What follows belongs to an exercise in optimizing a design on an open flow for small area; a production flow would make more cautious choices.
Where RTL was checked, it was by simulation tests only, not by an equivalence proof against the original.
Power figures rest on the tool's default switching activity, not on a simulated workload.

## rev 12
==> module FIFO, before the edit <==
module FIFO
#(parameter data_width =32,parameter addr_width=4)
(input clk,
input rd_en,
input wr_en,
input [data_width-1:0] data_in,
input reset,
output reg [data_width-1:0] data_out,
output reg empty,
output reg full,
output reg [addr_width-1:0] data_counter
);
localparam depth = 2**addr_width;
reg [data_width-1:0] memory [depth-1:0];
wire rd_ok = rd_en & ~empty;
wire wr_ok = wr_en & ~full & ~rd_ok;
integer i;
always @(posedge clk) begin
    if (wr_ok) begin
        memory[0] <= data_in;
        for (i = 1; i < depth; i = i + 1)
            memory[i] <= memory[i-1];
    end
end
wire [depth-1:0] sel;
genvar g0;
generate
  for (g0 = 0; g0 < depth-1; g0 = g0 + 1) begin : s
    assign sel[g0] = (data_counter == g0+1);
  end
endgenerate
assign sel[depth-1] = full;
wire [depth:0] g;
generate
  for (g0 = 0; g0 < depth; g0 = g0 + 1) begin : gs
    assign g[g0] = sel[g0] & rd_en;
  end
endgenerate
assign g[depth] = ~rd_ok;
wire [data_width-1:0] t0, t1, t2, t3, t4, t5, u;
assign t0 = ~((memory[0]  & {data_width{g[0]}})  | (memory[1]  & {data_width{g[1]}})  | (memory[2]  & {data_width{g[2]}}));
assign t1 = ~((memory[3]  & {data_width{g[3]}})  | (memory[4]  & {data_width{g[4]}})  | (memory[5]  & {data_width{g[5]}}));
assign t2 = ~((memory[6]  & {data_width{g[6]}})  | (memory[7]  & {data_width{g[7]}})  | (memory[8]  & {data_width{g[8]}}));
assign t3 = ~((memory[9]  & {data_width{g[9]}})  | (memory[10] & {data_width{g[10]}}) | (memory[11] & {data_width{g[11]}}));
assign t4 = ~((memory[12] & {data_width{g[12]}}) | (memory[13] & {data_width{g[13]}}) | (memory[14] & {data_width{g[14]}}));
assign t5 = ~((memory[15] & {data_width{g[15]}}) | (data_out  & {data_width{g[16]}}));
assign u = t0 & t1 & t2 & t3;
wire [data_width-1:0] rd_data = ~(u & t4 & t5);
always @(posedge clk)
    data_out <= rd_data;
always @(posedge clk) begin
    if (reset) begin
        data_counter <= 0;
        full <= 1'b0;
        empty <= 1'b1;
    end else if (rd_ok) begin
        data_counter <= data_counter - 1'b1;
        full <= 1'b0;
        empty <= (data_counter == 1);
    end else if (wr_ok) begin
        data_counter <= data_counter + 1'b1;
        full <= (data_counter == depth-1);
        empty <= 1'b0;
    end
end
endmodule
==> flow/config.mk <==
export PLATFORM = sky130hd
export DESIGN_NAME = FIFO
export DESIGN_NICKNAME = FIFO
export VERILOG_FILES = /design/flow/design.v
export SDC_FILE = /design/flow/constraint.sdc
export NUM_CORES = 4
export LEC_CHECK = 0
export CAP_MARGIN = 20
export CORE_MARGIN = 2
export CORE_UTILIZATION = 75
export SETUP_SLACK_MARGIN = 0.05
export SLEW_MARGIN = 20
==> flow/constraint.sdc <==
create_clock -name core_clock -period 2.2 [get_ports {clk}]
set_input_delay 0.4400 -clock core_clock [delete_from_list [all_inputs] [get_ports {clk}]]
set_output_delay 0.4400 -clock core_clock [all_outputs]
set_load 0.01 [all_outputs]
standard.sh (not shown) runs the stock make flow with config.mk's settings and CLKGATE_MAP_FILE= SYNTH_SCRIPT=/design/flow/synth_recipe.tcl, a recipe that flattens the netlist after the stock synthesis.
==> flow/flow/run.sh <==
#!/bin/bash
# Own layout flow: the standard ORFS flow, with two changes.
#  1. Synthesis is the standard one (synth_recipe.tcl via standard.sh), but ABC
#     maps the combinational logic with an area-oriented script
#     (flow/abc_area.script) instead of ORFS's delay-oriented abc_speed.script.
#     Flip-flops are mapped by dfflibmap before ABC runs, so the registers,
#     their names and cell types are exactly the standard synthesis's.
#  2. Ports are buffered with buf_1 instead of ORFS's default pick, clock tree
#     without dummy loads, and non-critical gates are downsized after global
#     routing (RECOVER_POWER).
# Each step's full output goes to a log file of its own in the work folder.
set -euo pipefail
cd "$(dirname "$0")/.."
W=$PWD

rm -rf "$W/scripts_abc"
cp -r "$FLOW_HOME/scripts" "$W/scripts_abc"
cp "$W/flow/abc_area.script" "$W/scripts_abc/abc_speed.script"

bash standard.sh synth SCRIPTS_DIR="$W/scripts_abc" > "$W/synth.log" 2>&1

bash standard.sh finish \
  BUFFER_PORTS_ARGS="-buffer_cell sky130_fd_sc_hd__buf_1" \
  CTS_ARGS="-sink_clustering_enable -repair_clock_nets -buf_list {sky130_fd_sc_hd__clkbuf_4 sky130_fd_sc_hd__clkbuf_8} -sink_clustering_size 16 -sink_clustering_max_diameter 60 -dont_use_dummy_load" \
  RECOVER_POWER=100 \
  > "$W/layout.log" 2>&1
==> flow/flow/abc_area.script <==
&get -n
&st
&dch
&nf -R 1000
&put
Rev 12 completed end to end with timing, DRC and antenna clean.
Setup changes, rev 12 to rev 13
==> flow/design.v, changed modules only <==
module FIFO
#(parameter data_width =32,parameter addr_width=4)
(input clk,
input rd_en,
input wr_en,
input [data_width-1:0] data_in,
input reset,
output reg [data_width-1:0] data_out,
output reg empty,
output reg full,
output reg [addr_width-1:0] data_counter
);
localparam depth = 2**addr_width;
reg [data_width-1:0] memory [depth-1:0];
wire rd_ok = rd_en & ~empty;
wire wr_ok = wr_en & ~full & ~rd_ok;
wire [addr_width-1:0] rd_idx = data_counter - 1'b1;
integer i;
always @(posedge clk) begin
    if (wr_ok) begin
        memory[0] <= data_in;
        for (i = 1; i < depth; i = i + 1)
            memory[i] <= memory[i-1];
    end
end
wire [depth-1:0] sel;
genvar g;
generate
  for (g = 0; g < depth-1; g = g + 1) begin : s
    assign sel[g] = (data_counter == g+1);
  end
endgenerate
assign sel[depth-1] = full;
reg [data_width-1:0] rd_data;
always @* begin
    rd_data = 0;
    for (i = 0; i < depth; i = i + 1)
        rd_data = rd_data | (memory[i] & {data_width{sel[i] & rd_ok}});
    rd_data = rd_data | (data_out & {data_width{~rd_ok}});
end
always @(posedge clk)
    data_out <= rd_data;
always @(posedge clk) begin
    if (reset) begin
        data_counter <= 0;
        full <= 1'b0;
        empty <= 1'b1;
    end else if (rd_ok) begin
        data_counter <= data_counter - 1'b1;
        full <= 1'b0;
        empty <= (data_counter == 1);
    end else if (wr_ok) begin
        data_counter <= data_counter + 1'b1;
        full <= (data_counter == depth-1);
        empty <= 1'b0;
    end
end
endmodule
Results
Register-to-register slack (rev 13 over rev 12): increase, 50 ps
Rev 13 against rev 12: clock network area share now sits at about the same level; switching portion of total power now sits lower; hold slack now sits higher.
Number of buffers outside the clock class in the layout of rev 13 falls short of that of rev 12 by more than 10%.
Rev 12 vs rev 13, origin of the worst setup path: data_counter[1] vs data_counter[0]
No functional check of the RTL was part of rev 12.

* * *

north:
FIFO, a different RTL version from the one above (not shown whole).
For scale: ~550 flip-flops, roughly 19000 µm² of cells after synthesis.
==> module FIFO, before the edit <==
module FIFO
#(parameter data_width =32,parameter addr_width=4)
(input clk,
input rd_en,
input wr_en,
input [data_width-1:0] data_in,
input reset,
output reg [data_width-1:0] data_out,
output reg empty,
output reg full,
output reg [addr_width-1:0] data_counter
);
localparam depth = 2**addr_width;
reg [data_width-1:0] memory [depth-1:0];
wire rd_ok = rd_en & ~empty;
wire wr_ok = wr_en & ~full & ~rd_ok;
integer i;
always @(posedge clk) begin
    if (wr_ok) begin
        memory[0] <= data_in;
        for (i = 1; i < depth; i = i + 1)
            memory[i] <= memory[i-1];
    end
end
wire [depth-1:0] sel;
genvar g0;
generate
  for (g0 = 0; g0 < depth-1; g0 = g0 + 1) begin : s
    assign sel[g0] = (data_counter == g0+1);
  end
endgenerate
assign sel[depth-1] = full;
wire [depth:0] g;
generate
  for (g0 = 0; g0 < depth; g0 = g0 + 1) begin : gs
    assign g[g0] = sel[g0] & rd_ok;
  end
endgenerate
assign g[depth] = ~rd_ok;
wire [data_width-1:0] t0, t1, t2, t3, t4, t5, u;
assign t0 = ~((memory[0]  & {data_width{g[0]}})  | (memory[1]  & {data_width{g[1]}})  | (memory[2]  & {data_width{g[2]}}));
assign t1 = ~((memory[3]  & {data_width{g[3]}})  | (memory[4]  & {data_width{g[4]}})  | (memory[5]  & {data_width{g[5]}}));
assign t2 = ~((memory[6]  & {data_width{g[6]}})  | (memory[7]  & {data_width{g[7]}})  | (memory[8]  & {data_width{g[8]}}));
assign t3 = ~((memory[9]  & {data_width{g[9]}})  | (memory[10] & {data_width{g[10]}}) | (memory[11] & {data_width{g[11]}}));
assign t4 = ~((memory[12] & {data_width{g[12]}}) | (memory[13] & {data_width{g[13]}}) | (memory[14] & {data_width{g[14]}}));
assign t5 = ~((memory[15] & {data_width{g[15]}}) | (data_out  & {data_width{g[16]}}));
assign u = t0 & t1 & t2 & t3;
wire [data_width-1:0] rd_data = ~(u & t4 & t5);
always @(posedge clk)
    data_out <= rd_data;
always @(posedge clk) begin
    if (reset) begin
        data_counter <= 0;
        full <= 1'b0;
        empty <= 1'b1;
    end else if (rd_ok) begin
        data_counter <= data_counter - 1'b1;
        full <= 1'b0;
        empty <= (data_counter == 1);
    end else if (wr_ok) begin
        data_counter <= data_counter + 1'b1;
        full <= (data_counter == depth-1);
        empty <= 1'b0;
    end
end
endmodule
clock: 2.2 ns
lec_check: 0
cap_margin: 20
core_margin: 2
core_utilization: 75
setup_slack_margin: 0.05
slew_margin: 20
Scripts as last shown in full above: flow/flow/run.sh, flow/flow/abc_area.script
> inputs changed (north -> south)
--- a/flow/design.v
+++ b/flow/design.v
@@ -16,4 +16,5 @@
 wire rd_ok = rd_en & ~empty;
 wire wr_ok = wr_en & ~full & ~rd_ok;
+wire [addr_width-1:0] rd_idx = data_counter - 1'b1;
 integer i;
 always @(posedge clk) begin
## What came out
- From north to south, number of vias per cell did not move at all.
- Sequential share of layout area: north vs south identical
- As far as setup slack goes, south and north are indistinguishable; the numbers are identical.
- From south to north, number of buffers on the longest clock path did not move at all.
- Changes observed in south relative to north: share of the yosys chip area belonging to registers ~0 delta; proportion of cell area occupied by multi-input gates roughly the same; area added between synthesis and finish roughly the same; fraction of area in clock buffers and inverters neither gained nor lost much.
Function not checked in south: the RTL went through the layout flow alone.

==> re-timing with driven ports <==
The flow's constraints put no driver on any port. The routed layouts listed below were extracted and timed again, unchanged, in two steps. Step 1 assumes that a clkbuf_16 drives the clock port and a buf_2 every other input. Step 2 moves the port delays by t, midway between the first and last clock arrival at a register: inputs arrive t later, outputs are due t later. That takes back most of the time a late clock gives input paths. Three values: ideal ports, drivers, drivers and shift; two values: the first two.
run | t (ns) | setup WS [ns] | hold WS [ns] | worst register clock-pin slew, ns | pins driven straight from the clock port
rev 12 | 0.617 | 0.058 / 0.058 / -0.327 | 0.012 / -0.011 / 0.424 | 0.10 / 0.10 | 1
rev 13 | 0.599 | 0.112 / 0.112 / -0.035 | 0.030 / 0.009 / 0.415 | 0.10 / 0.10 | 1
north | 0.585 | 0.069 / 0.069 / -0.193 | 0.032 / 0.014 / 0.429 | 0.10 / 0.10 | 1
south | 0.585 | 0.069 / 0.069 / -0.193 | 0.032 / 0.014 / 0.429 | 0.10 / 0.10 | 1
With both steps, setup timing fails in every run listed, where it was met with ideal ports. For rev 12, which loses most, drivers alone change the setup slack by 0.000 ns; drivers and shift together by -0.385 ns.
